Background: an optimization exercise with open tools, aiming at small area, a short achievable clock period and few clock cycles per item. Do not read the settings as production practice.
In this exercise RTL edits were held to simulation tests only and were not proved equivalent to the original.
Power and IR drop assume default switching activity.

## rev 12
==> flow/design.v <==
module bk_add #(parameter N = 32) (
    input  [N-1:0] a,
    input  [N-1:0] b,
    input          cin,
    output [N-1:0] s,
    output         co
);
    localparam TOP = (N > 64) ? 64 : (N > 32) ? 32 : (N > 16) ? 16 : (N > 8) ? 8 : (N > 4) ? 4 : (N > 2) ? 2 : 1;
    wire [N-1:0] p0 = a ^ b;
    wire [N-1:0] g0 = a & b;
    reg  [N-1:0] G, P;
    integer i, d;
    always @(*) begin
        G = g0;
        P = p0;
        G[0] = g0[0] | (p0[0] & cin);
        for (d = 1; d < N; d = d * 2)
            for (i = 2 * d - 1; i < N; i = i + 2 * d) begin
                G[i] = G[i] | (P[i] & G[i - d]);
                P[i] = P[i] & P[i - d];
            end
        for (d = TOP; d >= 1; d = d / 2)
            for (i = 3 * d - 1; i < N; i = i + 2 * d) begin
                G[i] = G[i] | (P[i] & G[i - d]);
                P[i] = P[i] & P[i - d];
            end
    end
    assign s = p0 ^ {G[N-2:0], cin};
    assign co = G[N-1];
endmodule
module alu_addsub (
    input  [31:0] a,
    input  [31:0] b,       
    input         cin,
    output [31:0] s,
    output [3:0]  flag
);
    assign s = a + b + {31'd0, cin};      
    wire ovf = (a[31] == b[31]) & (s[31] != a[31]);
    wire [31:0] cz = {a[30:0] | b[30:0], cin};
    wire zero = ~|((a ^ b) ^ cz);
    assign flag = {ovf, zero, s[31], ovf};
endmodule
module mul_group (
    input  [31:0] m,
    input  [8:0]  q9,      
    input  [31:0] s_in,    
    input  [31:0] c_in,
    input         cl_in,   
    output [31:0] s_out,
    output [31:0] c_out,
    output        cl_out,
    output [7:0]  p        
);
    wire [39:0] r [0:3];
    wire [3:0] ng;
    genvar t;
    generate
        for (t = 0; t < 4; t = t + 1) begin : row
            wire b0 = q9[2*t], b1 = q9[2*t+1], b2 = q9[2*t+2];
            wire one = b0 ^ b1;
            wire two = (b2 & ~b1 & ~b0) | (~b2 & b1 & b0);
            assign ng[t] = b2 & ~(b1 & b0);
            wire [32:0] mn = {m[31], m} ^ {33{ng[t]}};      
            wire [32:0] x = ({33{one}} & mn) | ({33{two}} & {mn[31:0], ng[t]});
            wire [39:0] u = {7'd0, ~x[32], x[31:0]};
            assign r[t] = u << (2*t);
        end
    endgenerate
    wire [39:0] nv = {32'd0, 1'b1, ng[3], 1'b1, ng[2], 1'b1, ng[1], 1'b1, ng[0]} ;
    wire [39:0] av = {8'd0, s_in};
    wire [39:0] bv = {8'd0, c_in[31:1], c_in[0] | 1'b0};
    wire [39:0] s1 = r[0] ^ r[1] ^ r[2];
    wire [39:0] c1 = ((r[0] & r[1]) | (r[0] & r[2]) | (r[1] & r[2])) << 1;
    wire [39:0] s2 = r[3] ^ av ^ bv;
    wire [39:0] c2 = ((r[3] & av) | (r[3] & bv) | (av & bv)) << 1;
    wire [39:0] s3 = s1 ^ c1 ^ s2;
    wire [39:0] c3 = ((s1 & c1) | (s1 & s2) | (c1 & s2)) << 1;
    wire [39:0] c2n = c2 | {39'd0, cl_in};           
    wire [39:0] s4 = s3 ^ c2n ^ nv;
    wire [39:0] c4 = ((s3 & c2n) | (s3 & nv) | (c2n & nv)) << 1;
    wire [39:0] s5 = s4 ^ c4 ^ c3;
    wire [39:0] c5 = ((s4 & c4) | (s4 & c3) | (c4 & c3)) << 1;
    wire [8:0] lo = {1'b0, s5[7:0]} + {1'b0, c5[7:0]};
    assign p = lo[7:0];
    assign cl_out = lo[8];
    assign s_out = s5[39:8];
    assign c_out = c5[39:8];
endmodule
module mul_hi (
    input  [31:0] s,
    input  [31:0] c,
    input         cl,
    output [31:0] h
);
    localparam [31:0] K = 32'haaaaaaaa;
    wire [31:0] x = s ^ c ^ K;
    wire [31:0] y = (s & c) | (s & K) | (c & K);
    wire co;
    bk_add #(32) u_cpa (.a(x), .b({y[30:0], cl}), .cin(1'b0), .s(h), .co(co));
endmodule
module div_step (
    input  [30:0] r,
    input         b,
    input         zs,
    input  [32:0] y,
    input         cin,
    output [30:0] r_out,
    output        q
);
    wire [32:0] t;
    wire co;
    bk_add #(33) u_sub (.a({zs, r, b}), .b(y), .cin(cin), .s(t), .co(co));
    assign q = t[32] ^ ~zs;
    assign r_out = q ? t[30:0] : {r[29:0], b};
endmodule
module div_lt (
    input  [30:0] v,
    input         zs,
    input  [32:0] y,
    input         cin,
    output        lt
);
    wire [32:0] t;
    wire co;
    bk_add #(33) u_cmp (.a({zs, zs, v}), .b(y), .cin(cin), .s(t), .co(co));
    assign lt = t[32] ^ zs;
endmodule
module ALU #(
    parameter WIDTH = 32
)(
    input [WIDTH-1:0] num_1,
    input [WIDTH-1:0] num_2,
    input [WIDTH-1:0] sub_reg_input,
    input [3:0] opcode,
    input clk,
    output reg [WIDTH-1:0] result,
    output reg [WIDTH-1:0] sub_reg_result,
    output reg done,
    output reg [3:0] flag  
);
    wire op_mul = (opcode == 4'd2);
    wire op_div = (opcode == 4'd3);
    wire op_arith = (opcode == 4'd0) | (opcode == 4'd1) | (opcode == 4'd4);
    wire op_logic = (opcode == 4'd5) | (opcode == 4'd6) | (opcode == 4'd7) | (opcode == 4'd8);
    wire is_add = ~opcode[0] & ~opcode[2];
    wire is_neg = opcode[2];
    wire [31:0] aa = is_neg ? 32'd0 : num_1;
    wire [31:0] bb = is_add ? num_2 : ~(is_neg ? num_1 : num_2);
    wire [31:0] ar_s;
    wire [3:0]  ar_f;
    alu_addsub u_add (.a(aa), .b(bb), .cin(~is_add), .s(ar_s), .flag(ar_f));
    reg [31:0] lg;
    always @(*) begin
        case (opcode[1:0])
            2'b01:   lg = num_1 & num_2;
            2'b10:   lg = num_1 | num_2;
            2'b11:   lg = num_1 ^ num_2;
            default: lg = ~num_1;
        endcase
    end
    wire [3:0] lg_f = {1'b0, ~|lg, lg[31], 1'b0};
    reg        act;         
    reg        fin;         
    reg        ovf;         
    reg  [5:0] cnt;         
    reg  [31:0] hs;         
    reg  [31:0] hc;         
    reg         mcl;        
    reg  [31:0] lo;         
    reg  [32:0] yr;         
    reg         cr;
    wire [1:0] grp = act ? cnt[1:0] : 2'd0;
    reg  [8:0] q9;
    always @(*) begin
        case (grp)
            2'd0: q9 = {num_2[7:0], 1'b0};
            2'd1: q9 = num_2[15:7];
            2'd2: q9 = num_2[23:15];
            default: q9 = num_2[31:23];
        endcase
    end
    wire [31:0] ms_s, ms_c;
    wire ms_cl;
    wire [7:0] ms_p;
    mul_group u_mul (.m(num_1), .q9(q9), .s_in(act ? hs : 32'h55555556), .c_in(act ? hc : 32'd0),
                     .cl_in(act & mcl), .s_out(ms_s), .c_out(ms_c), .cl_out(ms_cl), .p(ms_p));
    wire [31:0] mh;
    mul_hi u_mh (.s(hs), .c(hc), .cl(mcl), .h(mh));
    wire zs = sub_reg_input[31];
    wire ds = num_2[31];
    wire dneg = zs ^ ds;
    wire [32:0] y = {num_2[31], num_2} ^ {33{~dneg}};    
    wire cin = ~dneg;
    wire [30:0] r0 = act ? hs[30:0] : sub_reg_input[30:0];    
    wire [31:0] l0 = act ? lo : num_1;
    wire [5:0]  cn = act ? cnt : 6'd32;
    wire [30:0] r1, r2;
    wire q1, q2;
    div_step u_s1 (.r(hs[30:0]), .b(lo[31]), .zs(zs), .y(yr), .cin(cr), .r_out(r1), .q(q1));
    div_step u_s2 (.r(r1), .b(lo[30]), .zs(zs), .y(yr), .cin(cr), .r_out(r2), .q(q2));
    wire ltA, ltB;
    div_lt u_la (.v({r0[0], l0[31:2]}), .zs(zs), .y(y), .cin(cin), .lt(ltA));
    div_lt u_lb (.v({r0[18:0], l0[31:20]}), .zs(zs), .y(y), .cin(cin), .lt(ltB));
    wire doA = (cn >= 6'd30) & (r0[30:1] == {30{zs}}) & ltA;
    wire doB = (cn >= 6'd12) & (r0[30:19] == {12{zs}}) & ltB;
    always @(posedge clk) begin
        yr <= y;
        cr <= cin;
        hc  <= ms_c;
        mcl <= ms_cl;
        if (!opcode[0]) begin                
            hs  <= ms_s;
            lo  <= {ms_p, lo[31:8]};
        end else if (doA) begin
            hs  <= {1'b0, r0[0], l0[31:2]};
            lo  <= {l0[1:0], {30{dneg}}};
        end else if (doB) begin
            hs  <= {1'b0, r0[18:0], l0[31:20]};
            lo  <= {l0[19:0], {12{dneg}}};
        end else if (!act) begin
            hs  <= {1'b0, r0};
            lo  <= l0;
        end else begin
            hs  <= {1'b0, r2};
            lo  <= {lo[29:0], q1 ^ dneg, q2 ^ dneg};
        end
        if (!(op_mul | op_div) | fin) begin
            act <= 1'b0;
            fin <= 1'b0;
        end else if (op_mul) begin
            cnt <= act ? cnt + 6'd1 : 6'd1;
            act <= 1'b1;
            fin <= act & (cnt[1:0] == 2'd3);
        end else begin
            act <= 1'b1;
            if (!act) ovf <= 1'b0;
            if (doA) begin
                cnt <= cn - 6'd30;
                fin <= (cn == 6'd30);
            end else if (doB) begin
                cnt <= cn - 6'd12;
                fin <= (cn == 6'd12);
            end else if (!act) begin
                cnt <= 6'd32;
            end else begin
                cnt <= cnt - 6'd2;
                ovf <= cnt[5] & q1;
                fin <= (cnt == 6'd2) | (cnt[5] & q1);
            end
        end
    end
    wire [31:0] ea = {~ds, hs[30:0] ^ {31{~dneg}}};
    wire [31:0] eb = num_2;
    wire [31:0] ecz = {ea[30:0] | eb[30:0], ds};
    wire ex = ~|((ea ^ eb) ^ ecz);
    wire sadj = zs & ex & (lo[0] ^ dneg);         
    wire dcin = dneg ^ sadj;
    reg  [31:0] dpre;                             
    integer k;
    always @(*) begin
        dpre[0] = 1'b1;
        for (k = 1; k < 32; k = k + 1) dpre[k] = dpre[k-1] & lo[k-1];
    end
    wire [31:0] dq = lo ^ (dpre & {32{dcin}});
    wire [31:0] dr = sadj ? 32'd0 : {zs, hs[30:0]};
    wire qz = (lo == {32{dneg}});
    wire dsign = dneg ? ~qz : (&lo[30:0] & sadj);
    always @(*) begin
        result = lg;
        sub_reg_result = 32'd0;
        flag = lg_f;
        done = 1'b0;
        if (op_arith) begin
            result = ar_s;
            flag = ar_f;
            done = 1'b1;
        end else if (op_logic) begin
            done = 1'b1;
        end else if (op_mul) begin
            result = lo;
            sub_reg_result = mh;
            flag = {1'b0, ~|{mh, lo}, mh[31], 1'b0};
            done = fin;
        end else if (op_div) begin
            result = ovf ? 32'd0 : dq;
            sub_reg_result = ovf ? 32'd0 : dr;
            flag = ovf ? 4'b1100 : {1'b0, qz, dsign, 1'b0};
            done = fin;
        end
    end
endmodule
export LEC_CHECK = 0
export ABC_AREA = 1
export CAP_MARGIN = 20
export CORE_MARGIN = 2
export CORE_UTILIZATION = 40
export PLACE_DENSITY = 0.6
export SLEW_MARGIN = 20
create_clock -name core_clock -period 10.0 [get_ports {clk}]
standard.sh (not shown) runs the stock make flow with config.mk's settings and CLKGATE_MAP_FILE= SYNTH_SCRIPT=/design/flow/synth_recipe.tcl, a recipe that flattens the netlist after the stock synthesis.
==> flow/flow/run.sh <==
#!/bin/bash
set -euo pipefail
export BUFFER_PORTS_ARGS="-buffer_cell sky130_fd_sc_hd__buf_2"
bash standard.sh > flow.log 2>&1
Testbench counts of rev 12, summed over its fixed seeds: cycles 8,810, items 4,800.
[inputs] rev 13 vs rev 12
-- flow/design.v --
<<< rev 12, line 92
    input  [31:0] c,
    input         cl,
    output [31:0] h
);
    localparam [31:0] K = 32'haaaaaaaa;
    wire [31:0] x = s ^ c ^ K;
    wire [31:0] y = (s & c) | (s & K) | (c & K);
    wire co;
    bk_add #(32) u_cpa (.a(x), .b({y[30:0], cl}), .cin(1'b0), .s(h), .co(co));
endmodule
module div_step (
>>> rev 13, line 92
    input  [31:0] c,
    input         cl,
    output [31:0] h,
    output        hz
);
    localparam [31:0] K = 32'haaaaaaaa;
    wire [31:0] x = s ^ c ^ K;
    wire [31:0] y = {((s[30:0] & c[30:0]) | (s[30:0] & K[30:0]) | (c[30:0] & K[30:0])), cl};
    wire co;
    bk_add #(32) u_cpa (.a(x), .b(y), .cin(1'b0), .s(h), .co(co));
    assign hz = ~|((x ^ y) ^ {x[30:0] | y[30:0], 1'b0});
endmodule
module div_step (
<<< rev 12, line 170
    reg  [31:0] lo;         
    reg  [32:0] yr;         
    reg         cr;
    wire [1:0] grp = act ? cnt[1:0] : 2'd0;
    reg  [8:0] q9;
>>> rev 13, line 172
    reg  [31:0] lo;         
    reg  [32:0] yr;         
    reg         cr;         
    reg         zr;         
    wire [1:0] grp = act ? cnt[1:0] : 2'd0;
    reg  [8:0] q9;
<<< rev 12, line 187
                     .cl_in(act & mcl), .s_out(ms_s), .c_out(ms_c), .cl_out(ms_cl), .p(ms_p));
    wire [31:0] mh;
    mul_hi u_mh (.s(hs), .c(hc), .cl(mcl), .h(mh));
    wire zs = sub_reg_input[31];
    wire ds = num_2[31];
>>> rev 13, line 190
                     .cl_in(act & mcl), .s_out(ms_s), .c_out(ms_c), .cl_out(ms_cl), .p(ms_p));
    wire [31:0] mh;
    wire mhz;
    mul_hi u_mh (.s(hs), .c(hc), .cl(mcl), .h(mh), .hz(mhz));
    wire zs = sub_reg_input[31];
    wire ds = num_2[31];
<<< rev 12, line 208
        yr <= y;
        cr <= cin;
        hc  <= ms_c;
        mcl <= ms_cl;
>>> rev 13, line 212
        yr <= y;
        cr <= cin;
        zr <= zs;
        hc  <= ms_c;
        mcl <= ms_cl;
<<< rev 12, line 251
        end
    end
    wire [31:0] ea = {~ds, hs[30:0] ^ {31{~dneg}}};
    wire [31:0] eb = num_2;
    wire [31:0] ecz = {ea[30:0] | eb[30:0], ds};
    wire ex = ~|((ea ^ eb) ^ ecz);
    wire sadj = zs & ex & (lo[0] ^ dneg);         
    wire dcin = dneg ^ sadj;
    reg  [31:0] dpre;                             
    integer k;
>>> rev 13, line 256
        end
    end
    wire rneg = ~cr;
    wire [31:0] ea = {1'b1, hs[30:0]};
    wire [31:0] eb = yr[31:0];
    wire [31:0] ecz = {ea[30:0] | eb[30:0], cr};
    wire ex = ~|((ea ^ eb) ^ ecz);
    wire sadj = zr & ex & (lo[0] ^ rneg);         
    wire dcin = rneg ^ sadj;
    reg  [31:0] dpre;                             
    integer k;
<<< rev 12, line 264
    end
    wire [31:0] dq = lo ^ (dpre & {32{dcin}});
    wire [31:0] dr = sadj ? 32'd0 : {zs, hs[30:0]};
    wire qz = (lo == {32{dneg}});
    wire dsign = dneg ? ~qz : (&lo[30:0] & sadj);
    always @(*) begin
        result = lg;
>>> rev 13, line 270
    end
    wire [31:0] dq = lo ^ (dpre & {32{dcin}});
    wire [31:0] dr = sadj ? 32'd0 : {zr, hs[30:0]};
    wire qz = (lo == {32{rneg}});
    wire dsign = rneg ? ~qz : (&lo[30:0] & sadj);
    always @(*) begin
        result = lg;
<<< rev 12, line 281
            result = lo;
            sub_reg_result = mh;
            flag = {1'b0, ~|{mh, lo}, mh[31], 1'b0};
            done = fin;
        end else if (op_div) begin
>>> rev 13, line 287
            result = lo;
            sub_reg_result = mh;
            flag = {1'b0, mhz & ~|lo, mh[31], 1'b0};
            done = fin;
        end else if (op_div) begin
## What came out
Rev 13 finished all stages; the layout is clean. Rev 12 was carried through to the last stage, and its layout satisfied the timing, design-rule and antenna checks. Looking at detail-routed via count per cell, rev 13 sits below rev 12. Rev 13 falls short of rev 12 in DRC violation total after the first TritonRoute iteration. The startpoint of the most critical setup path comes out hs[1] in one run and opcode[0] in the other, namely in rev 12 and rev 13 respectively. Rev 13 vs rev 12 — layout filler cell count climbed slightly. In the final design statistics, rev 13 uses more standard cells in total than rev 12. Rev 12 → rev 13: sequential share of layout area level, number of clock buffers in the layout moved up, switching share of power moved down, number of nets in the final layout moved up. Relative contribution of the clock network to total power: rev 12 vs rev 13 — no meaningful difference. Register count in rev 13 is higher than in rev 12. Die area of rev 13 exceeds that of rev 12 by a few percent.
Testbench counts of rev 13, summed over its fixed seeds: cycles 8,810, items 4,800.

==> what the ideal ports hide <==
No port has a modelled driver above. Below, the same layouts with a new extraction and two added sets of constraints.
Step 1 (the two cells are an assumption about what drives the block):
set clk [get_ports {clk}]
set_driving_cell -lib_cell sky130_fd_sc_hd__clkbuf_16 $clk
set_driving_cell -lib_cell sky130_fd_sc_hd__buf_2 [delete_from_list [all_inputs] $clk]
Step 2 times the ports against the registers' clock, not the clock port: input delays grow and output delays shrink by t, the midpoint of the rising clock arrivals with the driver on.
a / b / c = ideal / step 1 / step 2; a / b = the first two.
| run | t, ns | setup WS [ns] | worst setup path at the end |
|---|---|---|---|
| rev 12 | 0.555 | 1.214 / 1.164 / 1.522 | input to output |
| rev 13 | 0.528 | 1.630 / 1.612 / 1.609 | input to register |
After both steps every run listed still meets setup and hold. For rev 13, which loses most, drivers alone change the setup slack by -0.018 ns; drivers and shift together by -0.021 ns.
